From an optimization exercise on the open Yosys and OpenROAD flow, aimed at small area; shortcuts taken in it are not production practice. In this exercise RTL edits were held to simulation tests only and were not proved equivalent to the original. No driver is modelled on the clock port, so clocking that relies on it looks cheaper here than on a real chip. Power is estimated from default activity; no workload was simulated.

==> branch fjord: inputs <==
Design uart_top, start of the top module:
module uart_top (
    input  wire          clk,
    input  wire          rst,
    input  wire          rx,
    output reg           tx,
    output reg  [ 7:0]   addr_o,
    output reg           wen_o,
    output reg  [ 7:0]   wdata_o,
    output reg           ren_o,
    input  wire [ 7:0]   rdata_i,
    output wire          req_o,
    input  wire          gnt_i
);
==> flow/config.mk <==
export PLATFORM = sky130hd
export DESIGN_NAME = uart_top
export DESIGN_NICKNAME = uart_top
export VERILOG_FILES = /design/flow/design.v
export SDC_FILE = /design/flow/constraint.sdc
export NUM_CORES = 4
export LEC_CHECK = 0
export CAP_MARGIN = 20
export CORE_MARGIN = 2
export CORE_UTILIZATION = 65
export SLEW_MARGIN = 20
==> flow/constraint.sdc <==
create_clock -name core_clock -period 10.0 [get_ports {clk}]
set_input_delay 2.0000 -clock core_clock [delete_from_list [all_inputs] [get_ports {clk}]]
set_output_delay 2.0000 -clock core_clock [all_outputs]
set_load 0.01 [all_outputs]
standard.sh (not shown) runs the stock make flow with config.mk's settings and CLKGATE_MAP_FILE= SYNTH_SCRIPT=/design/flow/synth_recipe.tcl, a recipe that flattens the netlist after the stock synthesis.
==> flow/flow/run.sh <==
#!/bin/bash
# The standard ORFS layout (standard.sh), with these changes:
#  - synthesis: flow/synth.tcl, which is synth_recipe.tcl with ABC mapping the combinational
#    logic for area (flow/area.abc) instead of for speed; the flip-flops are mapped as in the
#    standard synthesis;
#  - port buffers use the smallest buffer cell (buf_1);
#  - the clock tree is built by flow/myclk.tcl (run as ORFS's PRE_CTS hook): the clock port
#    drives one root buffer that drives a 3x2 grid of leaf clock buffers, each driving the
#    flip-flops of its region; TritonCTS then finds no net left to buffer.
# The make output goes to standard.log; ORFS's per-step logs are under orfs/logs/.
set -euo pipefail
HERE=$(cd "$(dirname "$0")" && pwd)
export MY_ABC_SCRIPT="$HERE/area.abc"
export BUFFER_PORTS_ARGS="-buffer_cell sky130_fd_sc_hd__buf_1"
export PRE_CTS_TCL="$HERE/myclk.tcl"
export CTS_ARGS="-clk_nets clk -dont_use_dummy_load"
export MYCLK_NCOL=3 MYCLK_NROW=2 MYCLK_CELL=sky130_fd_sc_hd__clkbuf_8 MYCLK_ROOT=sky130_fd_sc_hd__clkbuf_4
bash standard.sh SYNTH_SCRIPT="$HERE/synth.tcl" finish > standard.log 2>&1
==> flow/flow/area.abc <==
&get -n
&deepsyn -T 60
&dch
&nf -R 1000
&put
topo
==> flow/flow/myclk.tcl <==
# Manual clock buffering (run as the PRE_CTS hook): the clock port drives one root buffer,
# which drives NCOL x NROW leaf clock buffers, each driving the flip-flops of one region.
proc envor {name def} { expr {[info exists ::env($name)] ? $::env($name) : $def} }
set ncol [envor MYCLK_NCOL 2]
set nrow [envor MYCLK_NROW 2]
set lcell [envor MYCLK_CELL sky130_fd_sc_hd__clkbuf_16]
set rcell [envor MYCLK_ROOT sky130_fd_sc_hd__clkbuf_4]
set block [ord::get_db_block]
set db [ord::get_db]
set clknet [$block findNet clk]
set sinks {}
foreach it [$clknet getITerms] {
  set loc [[$it getInst] getLocation]
  lappend sinks [list [lindex $loc 0] [lindex $loc 1] $it]
}
set root [odb::dbInst_create $block [$db findMaster $rcell] clkbuf_root]
set rnet [odb::dbNet_create $block clknet_root]
$rnet setSigType CLOCK
[$root findITerm A] connect $clknet
[$root findITerm X] connect $rnet
set sinks [lsort -integer -index 0 $sinks]
set n [llength $sinks]
set percol [expr {int(ceil(double($n) / $ncol))}]
set rx 0; set ry 0; set nl 0
for {set c 0} {$c < $ncol} {incr c} {
  set col [lsort -integer -index 1 [lrange $sinks [expr {$c * $percol}] [expr {($c + 1) * $percol - 1}]]]
  set m [llength $col]
  set perrow [expr {int(ceil(double($m) / $nrow))}]
  for {set r 0} {$r < $nrow} {incr r} {
    set grp [lrange $col [expr {$r * $perrow}] [expr {($r + 1) * $perrow - 1}]]
    if {[llength $grp] == 0} { continue }
    set name "clkbuf_leaf_${c}_${r}"
    set inst [odb::dbInst_create $block [$db findMaster $lcell] $name]
    set net [odb::dbNet_create $block "clknet_leaf_${c}_${r}"]
    $net setSigType CLOCK
    set sx 0; set sy 0
    foreach s $grp {
      set it [lindex $s 2]
      $it disconnect
      $it connect $net
      set sx [expr {$sx + [lindex $s 0]}]; set sy [expr {$sy + [lindex $s 1]}]
    }
    [$inst findITerm A] connect $rnet
    [$inst findITerm X] connect $net
    set cx [expr {$sx / [llength $grp]}]; set cy [expr {$sy / [llength $grp]}]
    $inst setLocation $cx $cy
    $inst setPlacementStatus PLACED
    set rx [expr {$rx + $cx}]; set ry [expr {$ry + $cy}]; incr nl
    puts "clock buffer $name ($lcell) drives [llength $grp] sinks at $cx $cy"
  }
}
$root setLocation [expr {$rx / $nl}] [expr {$ry / $nl}]
$root setPlacementStatus PLACED
==> flow/flow/synth.tcl <==
# The standard synthesis script (synth_recipe.tcl), except that ABC maps the combinational
# logic with flow/area.abc instead of ORFS's speed script. Everything else, the flip-flop
# mapping included, is unchanged, so the registers keep their names and cell types.
proc synth {args} { yosys synth -nofsm -noshare {*}$args }
proc abc {args} {
  set i [lsearch -exact $args -script]
  if {$i >= 0} { set args [lreplace $args [expr {$i + 1}] [expr {$i + 1}] $::env(MY_ABC_SCRIPT)] }
  yosys abc {*}$args
}
source $::env(SCRIPTS_DIR)/synth.tcl
# left out here: clear keep_hierarchy, flatten, clean up, hide names made inside functions, write 1_2_yosys.v
==> inputs of branch harbor, as changes to branch fjord <==
--- a/flow/design.v
+++ b/flow/design.v
@@ -10,22 +10,28 @@
     input  wire [ 7:0]   rdata_i,
     output wire          req_o,
     input  wire          gnt_i
 );
     reg [11:0] bcnt;
+    reg        ce16;
     wire       bwrap = (bcnt >= 12'd2981);
-    wire       ce16  = (bcnt < 12'd144);
     always @(posedge clk) begin
-        if (rst) bcnt <= 12'd3125;
-        else     bcnt <= bcnt + (bwrap ? 12'd1115 : 12'd144);
+        if (rst) begin
+            bcnt <= 12'd0;
+            ce16 <= 1'b0;
+        end else begin
+            bcnt <= bwrap ? bcnt - 12'd2981 : bcnt + 12'd144;
+            ce16 <= bwrap;
+        end
     end
     reg [1:0] sync;
     reg [3:0] rcnt;
-    reg       rbusy;
-    reg [8:0] rsr;
+    reg [3:0] rs;
+    reg [7:0] rbuf;
     reg       rnext;
-    wire      rlast   = rsr[0];
+    wire      rbusy   = ~(rs[3] & rs[0]);
+    wire      rlast   = rs[3] & ~rs[0];
     wire      ce1_mid = (rcnt == 4'd7) & ce16;
     wire      ce1     = (rcnt == 4'd15) & ce16;
     always @(posedge clk) sync <= {sync[0], rx};
     always @(posedge clk) begin
         if (rst) begin
@@ -34,23 +40,21 @@
             if (rbusy | ~sync[1]) rcnt <= rcnt + 4'd1;
             else                  rcnt <= 4'd0;
         end
     end
     always @(posedge clk) begin
-        if (rst)
-            rbusy <= 1'b0;
-        else if (ce1_mid)
-            rbusy <= ~rbusy | ~rlast;
+        if (rst)          rs <= 4'd9;
+        else if (ce1_mid) rs <= rbusy ? rs + 4'd1 : 4'd0;
     end
     always @(posedge clk) begin
-        if (ce1_mid) rsr <= rbusy ? {sync[1], rsr[8:1]} : 9'h100;
+        if (rbusy & ce1_mid) rbuf <= {sync[1], rbuf[7:1]};
     end
     always @(posedge clk) begin
         if (rst) rnext <= 1'b0;
-        else     rnext <= rbusy & rlast & ce1;
+        else     rnext <= rlast & ce1;
     end
-    wire [7:0] rxd = rsr[8:1];
+    wire [7:0] rxd = rbuf;
     reg [3:0] ts;
     reg [3:0] tcnt;
     reg [7:0] tbuf;
     reg       next2tx;
     wire      t_idle   = ~ts[3] & ~ts[2] & (ts[1] ^ ts[0]);
==> flow/run.sh (new file) <==
#!/bin/bash
# synth_recipe.tcl (not shown) runs the flow's synth.tcl, then flattens the netlist and writes it again
# the make line also repeats each setting of config.mk as NAME=value (left out here)
make -C /OpenROAD-flow-scripts/flow DESIGN_CONFIG=/design/flow/config.mk WORK_HOME=/design/flow/orfs CLKGATE_MAP_FILE= SYNTH_SCRIPT=/design/flow/synth_recipe.tcl finish
--- a/flow/config.mk
+++ b/flow/config.mk
@@ -5,7 +5,10 @@
 export SDC_FILE = /design/flow/constraint.sdc
 export NUM_CORES = 4
 export LEC_CHECK = 0
 export CAP_MARGIN = 20
 export CORE_MARGIN = 2
-export CORE_UTILIZATION = 65
+export CORE_UTILIZATION = 40
+export CTS_BUF_LIST = sky130_fd_sc_hd__clkbuf_4
+export CTS_CLUSTER_DIAMETER = 100
+export CTS_CLUSTER_SIZE = 30
 export SLEW_MARGIN = 20
removed: flow/flow/run.sh
removed: flow/flow/area.abc
removed: flow/flow/myclk.tcl
removed: flow/flow/synth.tcl
removed: flow/standard.sh
==> results.tsv <==
metric	value	unit
sw frac	28.6	%
outcome	no timing/DRC/antenna violations	
met1 global-route usage	34.3	%
Synth Area in XOR/XNOR	2.59	%
clk_skew	0.0171	ns
Max Clock Freq	0.316	GHz
Compound-Gate Fraction of Synth Area	16.3	%
Tapcells	102	
That was branch fjord.
==> results.tsv <==
metric	value	unit
Max Clock Freq	0.274	GHz
met1 global-route usage	23.1	%
outcome	no timing/DRC/antenna violations	
Critical Path Stages	2	
Synth Area in XOR/XNOR	5.25	%
sw frac	22.9	%
share of cells above drive strength 1	6.71	%
NetSw	184	uW
Tapcells	184	
flop2flop setup slack	6.92	ns
Compound-Gate Fraction of Synth Area	17.2	%
clk pwr	288	uW
That was branch harbor.

---

==> 06-10 <==
Another version of the RTL of uart_top (not shown whole).
export LEC_CHECK = 0
export CAP_MARGIN = 20
export CORE_MARGIN = 2
export CORE_UTILIZATION = 65
export SLEW_MARGIN = 20
create_clock -name core_clock -period 10.0 [get_ports {clk}]
==> flow/flow/run.sh <==
#!/bin/bash
# The standard ORFS layout (standard.sh), with these changes:
#  - synthesis: flow/synth.tcl, which is synth_recipe.tcl with ABC mapping the combinational
#    logic for area (flow/area.abc) instead of for speed, and with ADDER_MAP_FILE empty, so
#    that adders go to ABC as plain logic instead of to full/half-adder cells; the
#    flip-flops are mapped as in the standard synthesis;
#  - port buffers use the smallest buffer cell (buf_1);
#  - the clock tree is built by flow/myclk.tcl (run as ORFS's PRE_CTS hook): the clock port
#    drives one root buffer that drives a 3x2 grid of leaf clock buffers, each driving the
#    flip-flops of its region; TritonCTS then finds no net left to buffer.
# The make output goes to standard.log; ORFS's per-step logs are under orfs/logs/.
set -euo pipefail
HERE=$(cd "$(dirname "$0")" && pwd)
export MY_ABC_SCRIPT="$HERE/area.abc"
export BUFFER_PORTS_ARGS="-buffer_cell sky130_fd_sc_hd__buf_1"
export PRE_CTS_TCL="$HERE/myclk.tcl"
export CTS_ARGS="-clk_nets clk -dont_use_dummy_load"
export MYCLK_NCOL=3 MYCLK_NROW=2 MYCLK_CELL=sky130_fd_sc_hd__clkbuf_8 MYCLK_ROOT=sky130_fd_sc_hd__clkbuf_4
bash standard.sh SYNTH_SCRIPT="$HERE/synth.tcl" ADDER_MAP_FILE= finish > standard.log 2>&1
==> flow/flow/area.abc <==
&get -n
&deepsyn -T 60
&dch
&nf -R 1000
&put
topo
==> flow/flow/myclk.tcl <==
# Manual clock buffering (run as the PRE_CTS hook): the clock port drives one root buffer,
# which drives NCOL x NROW leaf clock buffers, each driving the flip-flops of one region.
proc envor {name def} { expr {[info exists ::env($name)] ? $::env($name) : $def} }
set ncol [envor MYCLK_NCOL 2]
set nrow [envor MYCLK_NROW 2]
set lcell [envor MYCLK_CELL sky130_fd_sc_hd__clkbuf_16]
set rcell [envor MYCLK_ROOT sky130_fd_sc_hd__clkbuf_4]
set block [ord::get_db_block]
set db [ord::get_db]
set clknet [$block findNet clk]
set sinks {}
foreach it [$clknet getITerms] {
  set loc [[$it getInst] getLocation]
  lappend sinks [list [lindex $loc 0] [lindex $loc 1] $it]
}
set root [odb::dbInst_create $block [$db findMaster $rcell] clkbuf_root]
set rnet [odb::dbNet_create $block clknet_root]
$rnet setSigType CLOCK
[$root findITerm A] connect $clknet
[$root findITerm X] connect $rnet
set sinks [lsort -integer -index 0 $sinks]
set n [llength $sinks]
set percol [expr {int(ceil(double($n) / $ncol))}]
set rx 0; set ry 0; set nl 0
for {set c 0} {$c < $ncol} {incr c} {
  set col [lsort -integer -index 1 [lrange $sinks [expr {$c * $percol}] [expr {($c + 1) * $percol - 1}]]]
  set m [llength $col]
  set perrow [expr {int(ceil(double($m) / $nrow))}]
  for {set r 0} {$r < $nrow} {incr r} {
    set grp [lrange $col [expr {$r * $perrow}] [expr {($r + 1) * $perrow - 1}]]
    if {[llength $grp] == 0} { continue }
    set name "clkbuf_leaf_${c}_${r}"
    set inst [odb::dbInst_create $block [$db findMaster $lcell] $name]
    set net [odb::dbNet_create $block "clknet_leaf_${c}_${r}"]
    $net setSigType CLOCK
    set sx 0; set sy 0
    foreach s $grp {
      set it [lindex $s 2]
      $it disconnect
      $it connect $net
      set sx [expr {$sx + [lindex $s 0]}]; set sy [expr {$sy + [lindex $s 1]}]
    }
    [$inst findITerm A] connect $rnet
    [$inst findITerm X] connect $net
    set cx [expr {$sx / [llength $grp]}]; set cy [expr {$sy / [llength $grp]}]
    $inst setLocation $cx $cy
    $inst setPlacementStatus PLACED
    set rx [expr {$rx + $cx}]; set ry [expr {$ry + $cy}]; incr nl
    puts "clock buffer $name ($lcell) drives [llength $grp] sinks at $cx $cy"
  }
}
$root setLocation [expr {$rx / $nl}] [expr {$ry / $nl}]
$root setPlacementStatus PLACED
==> flow/flow/synth.tcl <==
# The standard synthesis script (synth_recipe.tcl), except that ABC maps the combinational
# logic with flow/area.abc instead of ORFS's speed script. Everything else, the flip-flop
# mapping included, is unchanged, so the registers keep their names and cell types.
proc synth {args} { yosys synth -nofsm -noshare {*}$args }
proc abc {args} {
  set i [lsearch -exact $args -script]
  if {$i >= 0} { set args [lreplace $args [expr {$i + 1}] [expr {$i + 1}] $::env(MY_ABC_SCRIPT)] }
  yosys abc {*}$args
}
source $::env(SCRIPTS_DIR)/synth.tcl
# left out here: clear keep_hierarchy, flatten, clean up, hide names made inside functions, write 1_2_yosys.v
==> 12-26: changes against 06-10 <==
--- a/flow/design.v
+++ b/flow/design.v
@@ -23,14 +23,15 @@
             ce16 <= bwrap;
         end
     end
     reg [1:0] sync;
     reg [3:0] rcnt;
-    reg       rbusy;
-    reg [8:0] rsr;
+    reg [3:0] rs;
+    reg [7:0] rbuf;
     reg       rnext;
-    wire      rlast   = rsr[0];
+    wire      rbusy   = ~(rs[3] & rs[0]);
+    wire      rlast   = rs[3] & ~rs[0];
     wire      ce1_mid = (rcnt == 4'd7) & ce16;
     wire      ce1     = (rcnt == 4'd15) & ce16;
     always @(posedge clk) sync <= {sync[0], rx};
     always @(posedge clk) begin
         if (rst) begin
@@ -39,23 +40,21 @@
             if (rbusy | ~sync[1]) rcnt <= rcnt + 4'd1;
             else                  rcnt <= 4'd0;
         end
     end
     always @(posedge clk) begin
-        if (rst)
-            rbusy <= 1'b0;
-        else if (ce1_mid)
-            rbusy <= ~rbusy | ~rlast;
+        if (rst)          rs <= 4'd9;
+        else if (ce1_mid) rs <= rbusy ? rs + 4'd1 : 4'd0;
     end
     always @(posedge clk) begin
-        if (ce1_mid) rsr <= rbusy ? {sync[1], rsr[8:1]} : 9'h100;
+        if (rbusy & ce1_mid) rbuf <= {sync[1], rbuf[7:1]};
     end
     always @(posedge clk) begin
         if (rst) rnext <= 1'b0;
-        else     rnext <= rbusy & rlast & ce1;
+        else     rnext <= rlast & ce1;
     end
-    wire [7:0] rxd = rsr[8:1];
+    wire [7:0] rxd = rbuf;
     reg [3:0] ts;
     reg [3:0] tcnt;
     reg [7:0] tbuf;
     reg       next2tx;
     wire      t_idle   = ~ts[3] & ~ts[2] & (ts[1] ^ ts[0]);
==> flow/flow/run.sh (replaced) <==
#!/bin/bash
# Standard ORFS layout (standard.sh) with two knobs passed through the environment:
#  - port buffers use the smallest buffer cell
#  - clock tree: larger sink clusters and no dummy loads
set -euo pipefail
export BUFFER_PORTS_ARGS="-buffer_cell sky130_fd_sc_hd__buf_1"
export CTS_ARGS="-sink_clustering_enable -repair_clock_nets -dont_use_dummy_load -buf_list sky130_fd_sc_hd__clkbuf_8 -sink_clustering_size 40 -sink_clustering_max_diameter 200"
bash standard.sh > standard.log 2>&1
- CORE_UTILIZATION: 65 -> 40
removed: flow/flow/area.abc
removed: flow/flow/myclk.tcl
removed: flow/flow/synth.tcl
==> 03-17: changes against 06-10 <==
--- a/flow/design.v
+++ b/flow/design.v
@@ -23,14 +23,15 @@
             ce16 <= bwrap;
         end
     end
     reg [1:0] sync;
     reg [3:0] rcnt;
-    reg       rbusy;
-    reg [8:0] rsr;
+    reg [3:0] rs;
+    reg [7:0] rbuf;
     reg       rnext;
-    wire      rlast   = rsr[0];
+    wire      rbusy   = ~(rs[3] & rs[0]);
+    wire      rlast   = rs[3] & ~rs[0];
     wire      ce1_mid = (rcnt == 4'd7) & ce16;
     wire      ce1     = (rcnt == 4'd15) & ce16;
     always @(posedge clk) sync <= {sync[0], rx};
     always @(posedge clk) begin
         if (rst) begin
@@ -39,23 +40,21 @@
             if (rbusy | ~sync[1]) rcnt <= rcnt + 4'd1;
             else                  rcnt <= 4'd0;
         end
     end
     always @(posedge clk) begin
-        if (rst)
-            rbusy <= 1'b0;
-        else if (ce1_mid)
-            rbusy <= ~rbusy | ~rlast;
+        if (rst)          rs <= 4'd9;
+        else if (ce1_mid) rs <= rbusy ? rs + 4'd1 : 4'd0;
     end
     always @(posedge clk) begin
-        if (ce1_mid) rsr <= rbusy ? {sync[1], rsr[8:1]} : 9'h100;
+        if (rbusy & ce1_mid) rbuf <= {sync[1], rbuf[7:1]};
     end
     always @(posedge clk) begin
         if (rst) rnext <= 1'b0;
-        else     rnext <= rbusy & rlast & ce1;
+        else     rnext <= rlast & ce1;
     end
-    wire [7:0] rxd = rsr[8:1];
+    wire [7:0] rxd = rbuf;
     reg [3:0] ts;
     reg [3:0] tcnt;
     reg [7:0] tbuf;
     reg       next2tx;
     wire      t_idle   = ~ts[3] & ~ts[2] & (ts[1] ^ ts[0]);
==> flow/flow/run.sh (replaced) <==
#!/bin/bash
# The standard ORFS layout (standard.sh), with these changes:
#  - synthesis: flow/synth.tcl, which is synth_recipe.tcl with ABC mapping the combinational
#    logic for area (flow/area.abc) instead of for speed; the flip-flops are mapped as in the
#    standard synthesis;
#  - port buffers use the smallest buffer cell (buf_1);
#  - the clock tree is built by flow/myclk.tcl (run as ORFS's PRE_CTS hook): the clock port
#    drives one root buffer that drives a 2x2 grid of leaf clock buffers, each driving the
#    flip-flops of its region; TritonCTS then finds no net left to buffer.
# The make output goes to standard.log; ORFS's per-step logs are under orfs/logs/.
set -euo pipefail
HERE=$(cd "$(dirname "$0")" && pwd)
export MY_ABC_SCRIPT="$HERE/area.abc"
export BUFFER_PORTS_ARGS="-buffer_cell sky130_fd_sc_hd__buf_1"
export PRE_CTS_TCL="$HERE/myclk.tcl"
export CTS_ARGS="-clk_nets clk -dont_use_dummy_load"
export MYCLK_NCOL=2 MYCLK_NROW=2 MYCLK_CELL=sky130_fd_sc_hd__clkbuf_16 MYCLK_ROOT=sky130_fd_sc_hd__clkbuf_4
bash standard.sh SYNTH_SCRIPT="$HERE/synth.tcl" finish > standard.log 2>&1
==> impl_metrics.ini <==
[run_status]
status = complete, no violations

[cells_and_area]
largest_cell_class = flip-flops and latches
layout_common_cells = nor2_1 (80), dfxtp_1 (80), nand2_1 (59), a21oi_1 (40), edfxtp_1 (34)

[worst_setup_path]
timing.rr.start = bcnt[1]

[synth]
yosys.area_share.simple_pct = 22.5
synth.top_cells.by_area = dfxtp_1 (31%), edfxtp_1 (20%), nor2_1 (5.8%)
synthCells = 544

[routing]
drt_iter0_markers = 254
drt-total-wl_mm = 10.9
# the run above: 03-17

==> impl_metrics.ini <==
[run_status]
status = complete, no violations

[worst_setup_path]
timing.rr.start = bcnt[1]

[clock_network]
ctsResizeCount = 0

[routing]
dr.max_layer_used = met4
drt-total-wl_mm = 12.5
drt_iter0_markers = 258

[cells_and_area]
layout_common_cells = dfxtp_1 (80), nor2_1 (59), a21oi_1 (41), nand2_1 (39), edfxtp_1 (34)
largest_cell_class = multi-input combinational cells

[timing]
tightest_slew_ps = 775
skew_ps = 22.5

[synth]
yosys.area_share.simple_pct = 18.8
synth.top_cells.by_area = dfxtp_1 (28%), edfxtp_1 (18%), ha_1 (4.1%)
synth_fa_ha_area_share_pct = 4.48
synth_top_area_share_pct = 27.9
synth_area_per_cell_sq_um = 9.64
synthCells = 596

[pwr]
powerClk_uw = 301
# the run above: 12-26

==> impl_metrics.ini <==
[run_status]
status = complete, no violations

[routing]
drt-total-wl_mm = 9.95
drt_iter0_markers = 262

[cells_and_area]
layout_common_cells = dfxtp_1 (77), nor2_1 (76), nand2_1 (64), edfxtp_1 (35), a21oi_1 (33)
largest_cell_class = flip-flops and latches

[pwr]
intPower_uw = 533

[worst_setup_path]
timing.rr.start = cnt[2]

[clock_network]
clk_pin_slew_ps = 110

[synth]
synth_area_per_cell_sq_um = 9.37
yosys.area_share.simple_pct = 24.3
synth.top_cells.by_area = dfxtp_1 (32%), edfxtp_1 (22%), nor2_1 (6.0%)

[global_route]
grt_overflow_total = 0

[timing]
relSlewSlack_pct = 33.2
# the run above: 06-10

[port drivers added, routing unchanged]
The flow's constraints put no driver on any port. The routed layouts listed below were extracted and timed again, unchanged, in two steps.
Step 1, drivers: a clkbuf_16 drives clk and a buf_2 each remaining input, both assumed.
Step 2 adds t to the input delays and takes it off the output delays; t is the mean of the earliest and latest rising clock arrival at the registers after step 1. Input paths then give back, and output paths get back, about the clock's delay inside the block.
Slacks: no drivers / after step 1 / after step 2; pairs: no drivers / after step 1.
run | t (ns) | slack for setup (ns) | clock arrival spread, ns
branch fjord | 0.463 | 6.832 / 6.804 / 6.419 | 0.017 / 0.017
branch harbor | 0.569 | 6.350 / 6.316 / 6.691 | 0.012 / 0.013
06-10 | 0.470 | 6.822 / 6.830 / 6.361 | 0.015 / 0.015
12-26 | 0.461 | 6.843 / 6.805 / 6.527 | 0.023 / 0.023
03-17 | 0.466 | 6.290 / 6.290 / 6.206 | 0.010 / 0.010
After both steps setup and hold are still met in every run listed. The setup slack of 06-10, which loses most, moves by +0.008 ns with the drivers and by -0.461 ns with both steps.
